Context: an optimization exercise on an open-source flow, tuned for small area. The choices shown serve that exercise and are no tape-out recipe.
Where RTL was checked, it was by simulation tests only, not by an equivalence proof against the original.

==> flow/design.v (excerpt) <==
module fft_top(
    input          sys_clk,
    input          sys_rst_n,
    input          Rx_0,
    output         Tx_0,
    output         Clk_0,
    output         CS,
    output [31:0]  ad_data0,
    output [31:0]  ad_data1,
    output [31:0]  ad_data2,
    output         en_Ain0,
    output         en_Ain1,
    input  [31:0]  P_target,
    output [31:0]  i_current,
    input  [31:0]  P_measure
);
Size: ~1200 cells after synthesis, ~200 I/O pins, about 15000 um2 of cells after synthesis.
==> module ads1258, before the edit <==
module ads1258 (
    input             sysclk,
    input             locked,
    input             Rx_0,
    output reg        Tx_0,
    output            Clk_0,
    output            CS,
    output            en_Ain0,
    output reg [1:0]  tag,       
    output reg [23:0] nsr        
);
localparam IDLE = 3'd0, WAIT1 = 3'd1, BIT = 3'd2, CLKH = 3'd3, ENDB = 3'd4;
reg  [4:0]  c;          
reg  [2:0]  st;         
reg  [2:0]  bn;         
wire [3:0]  p;
wire [12:0] wc;
wire in_wait   = (c == 5'd0) || (c == 5'd19) || (c == 5'd26);
wire wait_done = in_wait && (p == 4'd0) &&
                 (wc == ((c == 5'd0) ? 13'd3840 : 13'd6161));
clk_div u_sclk (.clk(sysclk), .rst_n(locked), .wclr(!in_wait || wait_done), .p(p), .wc(wc));
wire pp = (p == 4'd9);
wire byte_done = (st == ENDB) && pp;
assign en_Ain0 = (c == 5'd25) && (p == 4'd13);
assign Clk_0 = (st == ENDB) || (st == BIT && bn != 3'd0);
assign CS = (c == 5'd0) || (c == 5'd1 && bn == 3'd0 && (st == WAIT1 || st == BIT));
reg [7:0] code;
always @(*) begin
    case (c)
        5'd1:  code = 8'h60;  5'd2:  code = 8'h12;
        5'd3:  code = 8'h61;  5'd4:  code = 8'h10;
        5'd5:  code = 8'h62;  5'd6:  code = 8'h00;
        5'd7:  code = 8'h63;  5'd8:  code = 8'h00;
        5'd9:  code = 8'h64;  5'd10: code = 8'h07;
        5'd11: code = 8'h65;  5'd12: code = 8'h00;
        5'd13: code = 8'h66;  5'd14: code = 8'h00;
        5'd15: code = 8'h67;  5'd16: code = 8'hff;
        5'd17: code = 8'h68;  5'd18: code = 8'h00;
        5'd19: code = 8'h80;  5'd20: code = 8'h30;
        5'd21: code = 8'hff;  5'd22: code = 8'hff;
        5'd23: code = 8'hff;  5'd24: code = 8'hff;
        5'd26: code = 8'h80;
        default: code = 8'h00;
    endcase
end
always @(posedge sysclk) begin
    if (!locked) begin
        st <= IDLE; bn <= 3'd0;
        Tx_0 <= 1'b0;
    end else begin
        case (st)
            IDLE: begin
                Tx_0 <= 1'b0;
                if (wait_done) st <= WAIT1;
            end
            WAIT1: begin
                Tx_0 <= 1'b0;
                if (pp) st <= BIT;
            end
            BIT: if (pp) begin
                Tx_0 <= code[~bn];
                bn <= bn + 3'd1;
                st <= CLKH;
            end
            CLKH: if (pp) st <= (bn == 3'd0) ? ENDB : BIT;
            default: if (pp) st <= (c == 5'd19 || c == 5'd26) ? IDLE : WAIT1;
        endcase
    end
end
always @(posedge sysclk) begin
    if (st == CLKH && pp) nsr <= {nsr[22:0], ~Rx_0};
    if (c == 5'd21 && byte_done)
        tag <= (nsr[7:2] == 6'b011101) ? ~nsr[1:0] : 2'd3;
end
always @(posedge sysclk) begin
    if (!locked) begin
        c <= 5'd0;
    end else begin
        case (c)
            5'd0:          if (wait_done) c <= 5'd1;
            5'd19, 5'd26:  if (wait_done) c <= 5'd20;
            5'd25:         if (p == 4'd13) c <= 5'd26;
            default:       if (byte_done) c <= c + 5'd1;
        endcase
    end
end
endmodule
==> module fft_top, before the edit <==
module fft_top(
    input          sys_clk,
    input          sys_rst_n,
    input          Rx_0,
    output         Tx_0,
    output         Clk_0,
    output         CS,
    output [31:0]  ad_data0,
    output [31:0]  ad_data1,
    output [31:0]  ad_data2,
    output         en_Ain0,
    output         en_Ain1,
    input  [31:0]  P_target,
    output [31:0]  i_current,
    input  [31:0]  P_measure
);
wire [1:0]  tag;
wire [23:0] nsr;
ads1258 u_ads1258 (
    .sysclk(sys_clk), .locked(sys_rst_n), .Rx_0(Rx_0),
    .Tx_0(Tx_0), .Clk_0(Clk_0), .CS(CS),
    .en_Ain0(en_Ain0), .tag(tag), .nsr(nsr)
);
assign en_Ain1 = en_Ain0;
reg  [23:0] d0, d1, d2;
wire [23:0] rkeep = {24{sys_rst_n}};
wire [23:0] dat01 = (~nsr & rkeep) | {21'd0, ~rkeep[2:0]};
wire [23:0] dat2  = ~nsr & rkeep;
wire ld0 = (en_Ain0 && tag == 2'd0) || !sys_rst_n;
wire ld1 = (en_Ain0 && tag == 2'd1) || !sys_rst_n;
wire ld2 = (en_Ain0 && tag == 2'd2) || !sys_rst_n;
always @(posedge sys_clk) begin
    if (ld0) d0 <= dat01;
    if (ld1) d1 <= dat01;
    if (ld2) d2 <= dat2;
end
assign ad_data0 = {8'd0, d0};
assign ad_data1 = {8'd0, d1};
assign ad_data2 = {8'd0, d2};
PID_UV_LED PID_UV_LED (
    .clk(sys_clk), .rst_n(sys_rst_n),
    .P_measure(P_measure), .P_target(P_target), .i_current(i_current)
);
endmodule
==> flow/config.mk <==
export PLATFORM = sky130hd
export DESIGN_NAME = fft_top
export DESIGN_NICKNAME = fft_top
export VERILOG_FILES = /design/flow/design.v
export SDC_FILE = /design/flow/constraint.sdc
export NUM_CORES = 4
export LEC_CHECK = 0
export CAP_MARGIN = 20
export CORE_MARGIN = 2
export CORE_UTILIZATION = 80
export CTS_BUF_LIST = sky130_fd_sc_hd__clkbuf_8
export CTS_CLUSTER_DIAMETER = 60
export CTS_CLUSTER_SIZE = 16
export SLEW_MARGIN = 20
==> flow/constraint.sdc <==
create_clock -name core_clock -period 10.0 [get_ports {sys_clk}]
set_input_delay 2.0000 -clock core_clock [delete_from_list [all_inputs] [get_ports {sys_clk}]]
set_output_delay 2.0000 -clock core_clock [all_outputs]
set_load 0.01 [all_outputs]
standard.sh (not shown) runs the stock make flow with config.mk's settings and CLKGATE_MAP_FILE= SYNTH_SCRIPT=/design/flow/synth_recipe.tcl, a recipe that flattens the netlist after the stock synthesis.
==> flow/flow/run.sh <==
#!/bin/bash
# Own layout flow: the standard flow, with these changes.
#  1. Port buffers are the smallest buffer cell (buffer_ports -buffer_cell).
#  2. The synthesis's single tie-low cell is kept for all constant outputs
#     (no per-load tie cells).
#  3. After the standard synthesis, flow/faflip.py re-chooses the polarity
#     of the full-adder cells to drop inverters (registers untouched).
# Each tool's output goes to a log file of its own in this folder.
set -euo pipefail
export BUFFER_PORTS_ARGS="-buffer_cell sky130_fd_sc_hd__buf_1"
export SKIP_REPAIR_TIE_FANOUT=1
R=orfs/results/${FLOW_PLATFORM}/fft_top/base
bash standard.sh synth > synth.log 2>&1
cp $R/1_2_yosys.v 1_2_yosys.standard.v
python3 flow/faflip.py 1_2_yosys.standard.v $R/1_2_yosys.v > faflip.log 2>&1
bash standard.sh > layout.log 2>&1
Other scripts of this flow, unchanged in this note and not shown: flow/flow/faflip.py
The baseline completed with no timing, DRC or antenna violations.
Then changed:
--- a/flow/design.v
+++ b/flow/design.v
@@ -23,11 +23,11 @@
     output reg        Tx_0,
     output            Clk_0,
     output            CS,
     output            en_Ain0,
     output reg [1:0]  tag,       
-    output reg [23:0] nsr        
+    output reg [23:0] sr         
 );
 localparam IDLE = 3'd0, WAIT1 = 3'd1, BIT = 3'd2, CLKH = 3'd3, ENDB = 3'd4;
 reg  [4:0]  c;          
 reg  [2:0]  st;         
 reg  [2:0]  bn;         
@@ -84,13 +84,13 @@
             default: if (pp) st <= (c == 5'd19 || c == 5'd26) ? IDLE : WAIT1;
         endcase
     end
 end
 always @(posedge sysclk) begin
-    if (st == CLKH && pp) nsr <= {nsr[22:0], ~Rx_0};
+    if (st == CLKH && pp) sr <= {sr[22:0], Rx_0};
     if (c == 5'd21 && byte_done)
-        tag <= (nsr[7:2] == 6'b011101) ? ~nsr[1:0] : 2'd3;
+        tag <= (sr[7:2] == 6'b100010) ? sr[1:0] : 2'd3;
 end
 always @(posedge sysclk) begin
     if (!locked) begin
         c <= 5'd0;
     end else begin
@@ -264,21 +264,21 @@
     input  [31:0]  P_target,
     output [31:0]  i_current,
     input  [31:0]  P_measure
 );
 wire [1:0]  tag;
-wire [23:0] nsr;
+wire [23:0] sr;
 ads1258 u_ads1258 (
     .sysclk(sys_clk), .locked(sys_rst_n), .Rx_0(Rx_0),
     .Tx_0(Tx_0), .Clk_0(Clk_0), .CS(CS),
-    .en_Ain0(en_Ain0), .tag(tag), .nsr(nsr)
+    .en_Ain0(en_Ain0), .tag(tag), .sr(sr)
 );
 assign en_Ain1 = en_Ain0;
 reg  [23:0] d0, d1, d2;
 wire [23:0] rkeep = {24{sys_rst_n}};
-wire [23:0] dat01 = (~nsr & rkeep) | {21'd0, ~rkeep[2:0]};
-wire [23:0] dat2  = ~nsr & rkeep;
+wire [23:0] dat01 = (sr & rkeep) | {21'd0, ~rkeep[2:0]};
+wire [23:0] dat2  = sr & rkeep;
 wire ld0 = (en_Ain0 && tag == 2'd0) || !sys_rst_n;
 wire ld1 = (en_Ain0 && tag == 2'd1) || !sys_rst_n;
 wire ld2 = (en_Ain0 && tag == 2'd2) || !sys_rst_n;
 always @(posedge sys_clk) begin
     if (ld0) d0 <= dat01;
Effect:
- The changed run produced a clean layout
- cell area went up by 0.75%
- clock-buffer cell count goes up by 3
- synthesized cell count hardly moves
- sequential share of layout area shrinks by 0.32 points
- via count came out higher by 0.46%
- global-route usage went up by 0.30 points
- routed wire length rises by 2.8%
- core utilization came out higher by 0.66 points
- cell count is about the same
- maximum frequency stays flat
- die area hardly moves
- register-to-register slack is better by 0.03 ns
Only the layout flow was run in the first run of this note; the RTL was not checked for function there.

* * *

Another version of the RTL of fft_top (not shown whole).
Size: ~1100 cells after synthesis, roughly 200 I/O pins.
==> module clk_div, before the edit <==
module clk_div (
    input             clk,
    input             rst_n,
    input             inc,
    input             clr,
    input             clr_all,
    input             shift,
    input             sin,
    output reg [3:0]  p,
    output reg [12:0] wc
);
wire [12:0] nx = wc + {12'd0, inc};
always @(posedge clk) begin
    if (!rst_n) begin
        p  <= 4'd0;
        wc <= 13'd2303;
    end else begin
        p <= p + 4'd1;
        wc[4:0] <= (clr || clr_all) ? 5'd0 : nx[4:0];
        if (shift)
            wc[12:5] <= {wc[11:5], sin};
        else
            wc[12:5] <= clr_all ? 8'd0 : nx[12:5];
    end
end
endmodule
==> module ads1258, before the edit <==
module ads1258 (
    input             sysclk,
    input             locked,
    input             Rx_0,
    output reg        Tx_0,
    output            Clk_0,
    output            CS,
    output            en_Ain0,
    output reg [1:0]  tag,       
    output [23:0]     nsr        
);
reg  [4:0]  c;
wire [3:0]  p;
wire [12:0] wc;
wire pp     = (p == 4'd9);             
wire waits  = (c == 5'd0) || (c == 5'd20);
wire [4:0] s = wc[4:0];
wire byte_done = !waits && pp && (s == 5'd17);
wire wait_done = waits && (p == 4'd0) && (wc == 13'd6143);
wire sample = !waits && pp && !s[0] && (s != 5'd0);
reg  [15:0] nsr_lo;
clk_div u_sclk (.clk(sysclk), .rst_n(locked),
                .inc(waits ? (p == 4'd15) : pp),
                .clr(byte_done),
                .clr_all(wait_done || (byte_done && (c == 5'd19 || c == 5'd26))),
                .shift(sample), .sin(nsr_lo[15]),
                .p(p), .wc(wc));
assign nsr = {wc[12:5], nsr_lo};
assign en_Ain0 = (c == 5'd26) && (s == 5'd0) && (p == 4'd13);
assign Clk_0 = !waits && s[0] && (s[4:1] != 4'd0);
assign CS = (c == 5'd0) || (c == 5'd1 && s[4:1] == 4'd0);
reg [7:0] code;
always @(*) begin
    case (c)
        5'd1:  code = 8'h60;  5'd2:  code = 8'h12;
        5'd3:  code = 8'h61;  5'd4:  code = 8'h10;
        5'd5:  code = 8'h62;  5'd6:  code = 8'h00;
        5'd7:  code = 8'h63;  5'd8:  code = 8'h00;
        5'd9:  code = 8'h64;  5'd10: code = 8'h07;
        5'd11: code = 8'h65;  5'd12: code = 8'h00;
        5'd13: code = 8'h66;  5'd14: code = 8'h00;
        5'd15: code = 8'h67;  5'd16: code = 8'hff;
        5'd17: code = 8'h68;  5'd18: code = 8'h00;
        5'd19: code = 8'h80;  5'd21: code = 8'h30;
        5'd22: code = 8'hff;  5'd23: code = 8'hff;
        5'd24: code = 8'hff;  5'd25: code = 8'hff;
        5'd26: code = 8'h80;
        default: code = 8'h00;
    endcase
end
always @(posedge sysclk) begin
    if (!locked) begin
        Tx_0 <= 1'b0;
        c <= 5'd0;
    end else begin
        if (waits || s == 5'd0) Tx_0 <= 1'b0;
        else if (pp && s[0] && !s[4]) Tx_0 <= code[~s[3:1]];
        if (wait_done || byte_done)
            c <= (c == 5'd26) ? 5'd20 : c + 5'd1;
    end
end
always @(posedge sysclk) begin
    if (sample) nsr_lo <= {nsr_lo[14:0], ~Rx_0};
    if (c == 5'd22 && byte_done)
        tag <= (nsr[7:2] == 6'b011101) ? ~nsr[1:0] : 2'd3;
end
endmodule
==> flow/config.mk <==
export PLATFORM = sky130hd
export DESIGN_NAME = fft_top
export DESIGN_NICKNAME = fft_top
export VERILOG_FILES = /design/flow/design.v
export SDC_FILE = /design/flow/constraint.sdc
export NUM_CORES = 4
export LEC_CHECK = 0
export CAP_MARGIN = 20
export CORE_MARGIN = 2
export CORE_UTILIZATION = 80
export CTS_BUF_LIST = sky130_fd_sc_hd__clkbuf_8
export CTS_CLUSTER_DIAMETER = 60
export CTS_CLUSTER_SIZE = 16
export SLEW_MARGIN = 20
==> flow/constraint.sdc <==
create_clock -name core_clock -period 10.0 [get_ports {sys_clk}]
set_input_delay 2.0000 -clock core_clock [delete_from_list [all_inputs] [get_ports {sys_clk}]]
set_output_delay 2.0000 -clock core_clock [all_outputs]
set_load 0.01 [all_outputs]
==> flow/flow/run.sh <==
#!/bin/bash
# Own layout flow: the standard flow, with these changes.
#  1. Port buffers are the smallest buffer cell (buffer_ports -buffer_cell).
#  2. The synthesis's single tie-low cell is kept for all constant outputs
#     (no per-load tie cells).
#  3. After the standard synthesis, flow/faflip.py re-chooses the polarity
#     of the full-adder cells to drop inverters, and flow/invfold.py folds
#     single-load inverters into the NOR2/NAND2 they feed (registers are
#     left exactly as the standard synthesis made them).
# Each tool's output goes to a log file of its own in this folder.
set -euo pipefail
export BUFFER_PORTS_ARGS="-buffer_cell sky130_fd_sc_hd__buf_1"
export SKIP_REPAIR_TIE_FANOUT=1
R=orfs/results/${FLOW_PLATFORM}/fft_top/base
bash standard.sh synth > synth.log 2>&1
cp $R/1_2_yosys.v 1_2_yosys.standard.v
python3 flow/faflip.py 1_2_yosys.standard.v 1_2_yosys.faflip.v > faflip.log 2>&1
python3 flow/invfold.py 1_2_yosys.faflip.v $R/1_2_yosys.v > invfold.log 2>&1
bash standard.sh > layout.log 2>&1
Other scripts of this flow, unchanged in this note and not shown: flow/flow/faflip.py, flow/flow/invfold.py
Next try:
--- a/flow/design.v
+++ b/flow/design.v
@@ -3,24 +3,16 @@
     input             rst_n,
     input             inc,
     input             clr,
-    input             clr_all,
-    input             shift,
-    input             sin,
     output reg [3:0]  p,
     output reg [12:0] wc
 );
-wire [12:0] nx = wc + {12'd0, inc};
 always @(posedge clk) begin
     if (!rst_n) begin
         p  <= 4'd0;
         wc <= 13'd2303;
     end else begin
-        p <= p + 4'd1;
-        wc[4:0] <= (clr || clr_all) ? 5'd0 : nx[4:0];
-        if (shift)
-            wc[12:5] <= {wc[11:5], sin};
-        else
-            wc[12:5] <= clr_all ? 8'd0 : nx[12:5];
+        p  <= p + 4'd1;
+        wc <= clr ? 13'd0 : wc + {12'd0, inc};
     end
 end
 endmodule
@@ -33,7 +25,7 @@
     output            CS,
     output            en_Ain0,
     output reg [1:0]  tag,       
-    output [23:0]     nsr        
+    output reg [23:0] nsr        
 );
 reg  [4:0]  c;
 wire [3:0]  p;
@@ -43,15 +35,10 @@
 wire [4:0] s = wc[4:0];
 wire byte_done = !waits && pp && (s == 5'd17);
 wire wait_done = waits && (p == 4'd0) && (wc == 13'd6143);
-wire sample = !waits && pp && !s[0] && (s != 5'd0);
-reg  [15:0] nsr_lo;
 clk_div u_sclk (.clk(sysclk), .rst_n(locked),
                 .inc(waits ? (p == 4'd15) : pp),
-                .clr(byte_done),
-                .clr_all(wait_done || (byte_done && (c == 5'd19 || c == 5'd26))),
-                .shift(sample), .sin(nsr_lo[15]),
+                .clr(waits ? wait_done : byte_done),
                 .p(p), .wc(wc));
-assign nsr = {wc[12:5], nsr_lo};
 assign en_Ain0 = (c == 5'd26) && (s == 5'd0) && (p == 4'd13);
 assign Clk_0 = !waits && s[0] && (s[4:1] != 4'd0);
 assign CS = (c == 5'd0) || (c == 5'd1 && s[4:1] == 4'd0);
@@ -86,7 +73,7 @@
     end
 end
 always @(posedge sysclk) begin
-    if (sample) nsr_lo <= {nsr_lo[14:0], ~Rx_0};
+    if (!waits && pp && !s[0] && s != 5'd0) nsr <= {nsr[22:0], ~Rx_0};
     if (c == 5'd22 && byte_done)
         tag <= (nsr[7:2] == 6'b011101) ? ~nsr[1:0] : 2'd3;
 end
Worst hold slack improved by 0.0033 ns.
Area after synthesis climbs by 1.4%.
Design area climbs by 1.3%.
Wire length climbs by 0.73%.
Cell count climbs by 1.5%.
Non-clock buffer count climbs by 1.
Worst setup slack got worse by 0.029 ns.
Count of clock-buffer cells in the layout does not change.
Clock skew drops by 0.015 ns.
Only the layout flow was run in the first run of this note; the RTL was not checked for function there.

==> afterwards: timing with drivers on the ports <==
How much do the figures lean on ideal ports? The routed layouts below were timed once more, with nothing changed but the port constraints.
Step 1 sets driving cells, clkbuf_16 on the clock port and buf_2 on the other inputs (assumed; they add their load-dependent delay and slew).
Step 2 adds t to the input delays and takes it off the output delays; t is the mean of the earliest and latest rising clock arrival at the registers after step 1. Input paths then give back, and output paths get back, about the clock's delay inside the block.
a / b / c = ideal / step 1 / step 2; a / b = the first two.
run | shift t [ns] | setup WS [ns] | slew at the worst register clock pin (ns) | cell pins on the clock port's net
the first run of note 1 | 0.599 | 0.279 / 0.279 / 0.279 | 0.11 / 0.11 | 1
the second run of note 1 | 0.589 | 0.305 / 0.305 / 0.305 | 0.11 / 0.11 | 1
the first run of note 2 | 0.586 | 0.363 / 0.363 / 0.363 | 0.11 / 0.11 | 1
the second run of note 2 | 0.595 | 0.334 / 0.334 / 0.334 | 0.11 / 0.11 | 1
After both steps setup and hold are still met in every run listed.
